Source: an optimization exercise on an open RTL-to-GDS flow (aim: small area, a short achievable clock period and few clock cycles per item). Production flows keep margins and buffers that such runs may drop.
At most, simulation tests tie the RTL to the original design; equivalence was not proved.

## old
// Rsa256Wrapper
module Rsa256Wrapper (
    input         avm_rst,
    input         avm_clk,
    output  [4:0] avm_address,
    output        avm_read,
    input  [31:0] avm_readdata,
    output        avm_write,
    output [31:0] avm_writedata,
    input         avm_waitrequest
);
localparam R  = 10;                           
localparam NT = 256 + R;                     
localparam WB = NT + 1;                      
localparam WS = NT + 2;                      
localparam M  = (WS + R - 1) / R;            
localparam K  = R * M;                       
localparam RX_BASE     = 5'd0;
localparam TX_BASE     = 5'd4;
localparam STATUS_BASE = 5'd8;
localparam S_RXS   = 0;    
localparam S_RXD   = 1;    
localparam S_WAIT  = 2;    
localparam S_NT0   = 3;    
localparam S_NTA   = 4;    
localparam S_NTB   = 5;    
localparam S_DBLA  = 6;    
localparam S_DBLB  = 7;    
localparam S_SCAN  = 8;    
localparam S_MONT  = 9;    
localparam S_CONV  = 10;   
localparam S_FINAL = 11;   
localparam S_TXS   = 12;   
localparam S_TXD   = 13;   
localparam S_PREP  = 14;   
localparam NS      = 15;
localparam O_PRE1 = 0;     
localparam O_PRE2 = 1;     
localparam O_SQR  = 2;     
localparam O_MUL1 = 3;     
localparam O_MUL3 = 4;     
localparam O_FIN  = 5;     
localparam NO     = 6;
logic [NS-1:0] st;
logic [NO-1:0] op;
logic         rd_r, wr_r;                
logic [4:0]   addr_r;
logic         rd_n, wr_n;
logic [4:0]   addr_n;
logic [8:0]   cnt;
logic [8:0]   bitcnt;                    
logic         keyed, started, fr;
logic         sq2;                       
logic [1:0]   mulp;                      
logic         shp, shk;                  
  ...
Size: ~74 I/O pins, roughly 0.27 mm² of cells after synthesis.
export LEC_CHECK = 0
export CAP_MARGIN = 20
export CORE_MARGIN = 2
export CORE_UTILIZATION = 40
export SETUP_SLACK_MARGIN = 1.0
export SLEW_MARGIN = 45
export SYNTH_HIERARCHICAL = 1
create_clock -name core_clock -period 22.0 [get_ports {avm_clk}]
standard.sh (not shown) runs the stock make flow with config.mk's settings and CLKGATE_MAP_FILE= SYNTH_SCRIPT=/design/flow/synth_recipe.tcl, a recipe that flattens the netlist after the stock synthesis.
==> flow/flow/run.sh <==
#!/bin/bash
# Standard synthesis, then the standard ORFS layout steps with repair_timing
# aiming at a shorter period than the constraint (which stays as it is), and
# port buffers of a plain buffer cell.
set -euo pipefail
MARGIN=16.1
bash standard.sh synth > synth.log 2>&1
bash standard.sh SETUP_SLACK_MARGIN=$MARGIN SKIP_BUFFER_REMOVAL=1 \
    "BUFFER_PORTS_ARGS=-inputs -outputs -buffer_cell sky130_fd_sc_hd__buf_4" \
    floorplan place cts route finish > layout.log 2>&1
Testbench counts of old, summed over its fixed seeds: cycles 250,615, items 24.
Modified inputs, new compared to old
--- a/flow/design.v
+++ b/flow/design.v
@@ -382,14 +382,16 @@
 localparam O_MUL3 = 4;     
 localparam O_FIN  = 5;     
 localparam NO     = 6;
 logic [NS-1:0] st;
 logic [NO-1:0] op;
 logic         rd_r, wr_r;                
 logic [4:0]   addr_r;
+logic         rd_q;                      
+logic [4:0]   addr_q;                    
 logic         rd_n, wr_n;
 logic [4:0]   addr_n;
 logic [8:0]   cnt;
 logic [8:0]   bitcnt;                    
 logic         keyed, started, fr;
 logic         sq2;                       
 logic [1:0]   mulp;                      
@@ -400,14 +402,16 @@
 logic [K-1:0] C3;                        
 logic [WB-1:0] X;
 logic [7:0]   txb, rxb;
 logic [R-1:0] ad, q, dn, hp;             
 logic [2*R-1:0] pa;                      
 logic [WS-1:0] Scf, Ssf;                 
 logic         cin;
+assign rd_r          = ~rd_q;
+assign addr_r        = addr_q ^ STATUS_BASE;
 assign avm_address   = addr_r;
 assign avm_read      = rd_r;
 assign avm_write     = wr_r;
 assign avm_writedata = {24'd0, txb};
 wire done = !avm_waitrequest;
 wire [NT-1:0] Nt = {Q[NT-R:0], {(R-1){1'b1}}};
 wire a_x  = op[O_PRE1] || op[O_SQR];
@@ -553,18 +557,24 @@
     end
     if (st[S_TXD] && done) begin
         rd_n   = 1'b1;
         wr_n   = 1'b0;
         addr_n = STATUS_BASE;
     end
 end
-always_ff @(posedge avm_clk) begin
-    rd_r   <= avm_rst ? 1'b1 : rd_n;
-    wr_r   <= avm_rst ? 1'b0 : wr_n;
-    addr_r <= avm_rst ? STATUS_BASE : addr_n;
+always_ff @(posedge avm_clk or posedge avm_rst) begin
+    if (avm_rst) begin
+        rd_q   <= 1'b0;
+        wr_r   <= 1'b0;
+        addr_q <= 5'd0;
+    end else begin
+        rd_q   <= ~rd_n;
+        wr_r   <= wr_n;
+        addr_q <= addr_n ^ STATUS_BASE;
+    end
 end
 always_ff @(posedge avm_clk or posedge avm_rst) begin
     if (avm_rst) begin
         st      <= 1 << S_RXS;
         op      <= 1 << O_SQR;
         cnt     <= 9'd0;
         bitcnt  <= 9'd0;
- Looking at number of cells on the worst reg-to-reg path, new sits 1 higher than old does.
- Note that the total setup buffers inserted after CTS recorded for new amounts to 0.57 times the value seen in old.
- new reports a lower global-route met1 utilization than old does.
- In new relative to old, synthesized instance count had gone down slightly.
- The run showing the smaller setup slack after layout is new.
- Diff new..old | DRC violation count after routing | unchanged
- new ended up with rd_q as its launching element of the worst setup path; old ended up with txb[0].
Testbench counts of new, summed over its fixed seeds: cycles 250,615, items 24.

* * *

Setup of main:
Rsa256Wrapper, a different RTL version from the one above (not shown whole).
Size: about 74 I/O pins, roughly 310,000 um2 of cells after synthesis.
Settings: LEC_CHECK=0, CAP_MARGIN=20, CORE_MARGIN=2, CORE_UTILIZATION=40, SETUP_SLACK_MARGIN=1.0, SLEW_MARGIN=45, SYNTH_HIERARCHICAL=1; clock period 22.0 ns.
Scripts as last shown in full above: flow/flow/run.sh
main: PASS, flow complete, no timing, DRC or antenna violations
Modified inputs, the feature branch compared to main
diff --git a/flow/design.v b/flow/design.v
--- a/flow/design.v
+++ b/flow/design.v
@@ -343,21 +343,21 @@
 module Rsa256Wrapper (
     input         avm_rst,
     input         avm_clk,
     output  [4:0] avm_address,
     output        avm_read,
     input  [31:0] avm_readdata,
     output        avm_write,
     output [31:0] avm_writedata,
     input         avm_waitrequest
 );
-localparam R  = 12;                           
+localparam R  = 11;                           
 localparam NT = 256 + R;                     
 localparam WB = NT + 1;                      
 localparam WS = NT + 2;                      
 localparam M  = (WS + R - 1) / R;            
 localparam K  = R * M;                       
 localparam RX_BASE     = 5'd0;
 localparam TX_BASE     = 5'd4;
 localparam STATUS_BASE = 5'd8;
 localparam S_RXS   = 0;    
 localparam S_RXD   = 1;    
@@ -379,38 +379,42 @@
 localparam O_PRE2 = 1;     
 localparam O_SQR  = 2;     
 localparam O_MUL1 = 3;     
 localparam O_MUL3 = 4;     
 localparam O_FIN  = 5;     
 localparam NO     = 6;
 logic [NS-1:0] st;
 logic [NO-1:0] op;
 logic         rd_r, wr_r;                
 logic [4:0]   addr_r;
+logic         rd_q;                      
+logic [4:0]   addr_q;                    
 logic         rd_n, wr_n;
 logic [4:0]   addr_n;
 logic [8:0]   cnt;
 logic [8:0]   bitcnt;                    
 logic         keyed, started, fr;
 logic         sq2;                       
 logic [1:0]   mulp;                      
 logic         shp, shk;                  
 logic [255:0] N, D;
 logic [256:0] Q;                         
 logic [K-1:0] Cm;                        
 logic [K-1:0] C3;                        
 logic [WB-1:0] X;
 logic [7:0]   txb, rxb;
 logic [R-1:0] ad, q, dn, hp;             
 logic [2*R-1:0] pa;                      
 logic [WS-1:0] Scf, Ssf;                 
 logic         cin;
+assign rd_r          = ~rd_q;
+assign addr_r        = addr_q ^ STATUS_BASE;
 assign avm_address   = addr_r;
 assign avm_read      = rd_r;
 assign avm_write     = wr_r;
 assign avm_writedata = {24'd0, txb};
 wire done = !avm_waitrequest;
 wire [NT-1:0] Nt = {Q[NT-R:0], {(R-1){1'b1}}};
 wire a_x  = op[O_PRE1] || op[O_SQR];
 wire a_cm = op[O_MUL1];
 wire a_c3 = op[O_PRE2] || op[O_MUL3];
 wire d_c3 = op[O_PRE1] || op[O_PRE2];
@@ -550,24 +554,30 @@
         rd_n   = 1'b0;
         wr_n   = 1'b1;
         addr_n = TX_BASE;
     end
     if (st[S_TXD] && done) begin
         rd_n   = 1'b1;
         wr_n   = 1'b0;
         addr_n = STATUS_BASE;
     end
 end
-always_ff @(posedge avm_clk) begin
-    rd_r   <= avm_rst ? 1'b1 : rd_n;
-    wr_r   <= avm_rst ? 1'b0 : wr_n;
-    addr_r <= avm_rst ? STATUS_BASE : addr_n;
+always_ff @(posedge avm_clk or posedge avm_rst) begin
+    if (avm_rst) begin
+        rd_q   <= 1'b0;
+        wr_r   <= 1'b0;
+        addr_q <= 5'd0;
+    end else begin
+        rd_q   <= ~rd_n;
+        wr_r   <= wr_n;
+        addr_q <= addr_n ^ STATUS_BASE;
+    end
 end
 always_ff @(posedge avm_clk or posedge avm_rst) begin
     if (avm_rst) begin
         st      <= 1 << S_RXS;
         op      <= 1 << O_SQR;
         cnt     <= 9'd0;
         bitcnt  <= 9'd0;
         keyed   <= 1'b0;
         started <= 1'b0;
         fr      <= 1'b0;
### Flow results
Re hold slack: main was lower than the feature branch.
The feature branch leaves less setup margin than main.
Total wire length after detailed routing: the feature branch < main
Of main and the feature branch, the run reporting the higher number of antenna violations at the first check in global routing was main.
main ended up with X[0] as its worst setup path startpoint; the feature branch ended up with X[2].
| post-route clock skew | lower: the feature branch |
Between main and the feature branch, area of the die is higher for main, the feature branch comes in under that.
Summary of the feature branch over main: minimum clock period after layout moved up; all-layer global routing usage fell by 1.2 points; number of non-clock buffers in the layout decreased 210.
Function was not checked in any run of this note: the RTL went through the layout flow alone.

what the ideal ports hide:
The flow's constraints put no driver on any port. The routed layouts listed below were extracted and timed again, unchanged, in two steps.
Step 1 (the two cells are an assumption about what drives the block):
set clk [get_ports {avm_clk}]
set_driving_cell -lib_cell sky130_fd_sc_hd__clkbuf_16 $clk
set_driving_cell -lib_cell sky130_fd_sc_hd__buf_2 [delete_from_list [all_inputs] $clk]
Step 2, shift: input delay + t, output delay - t, t = (earliest + latest rising clock arrival at the registers) / 2. This alone moves slack from input paths to output paths.
Three values: no drivers, after step 1, after step 2; two values: the first two.
run	shift t [ns]	setup WS [ns]	hold slack, ns	clock arrival spread, ns	slew at the worst register clock pin (ns)
old	1.155	16.038 / 15.886 / 15.334	0.379 / 0.379 / 0.379	0.107 / 0.107	0.08 / 0.08
new	1.117	15.864 / 15.737 / 15.654	0.418 / 0.418 / 0.418	0.089 / 0.089	0.08 / 0.08
main	1.149	15.815 / 15.771 / 15.593	0.419 / 0.419 / 0.419	0.114 / 0.113	0.08 / 0.08
the feature branch	1.100	15.661 / 15.661 / 15.458	0.424 / 0.424 / 0.424	0.108 / 0.108	0.07 / 0.07
After both steps setup and hold are still met in every run listed. The setup slack of old, which loses most, moves by -0.152 ns with the drivers and by -0.704 ns with both steps.
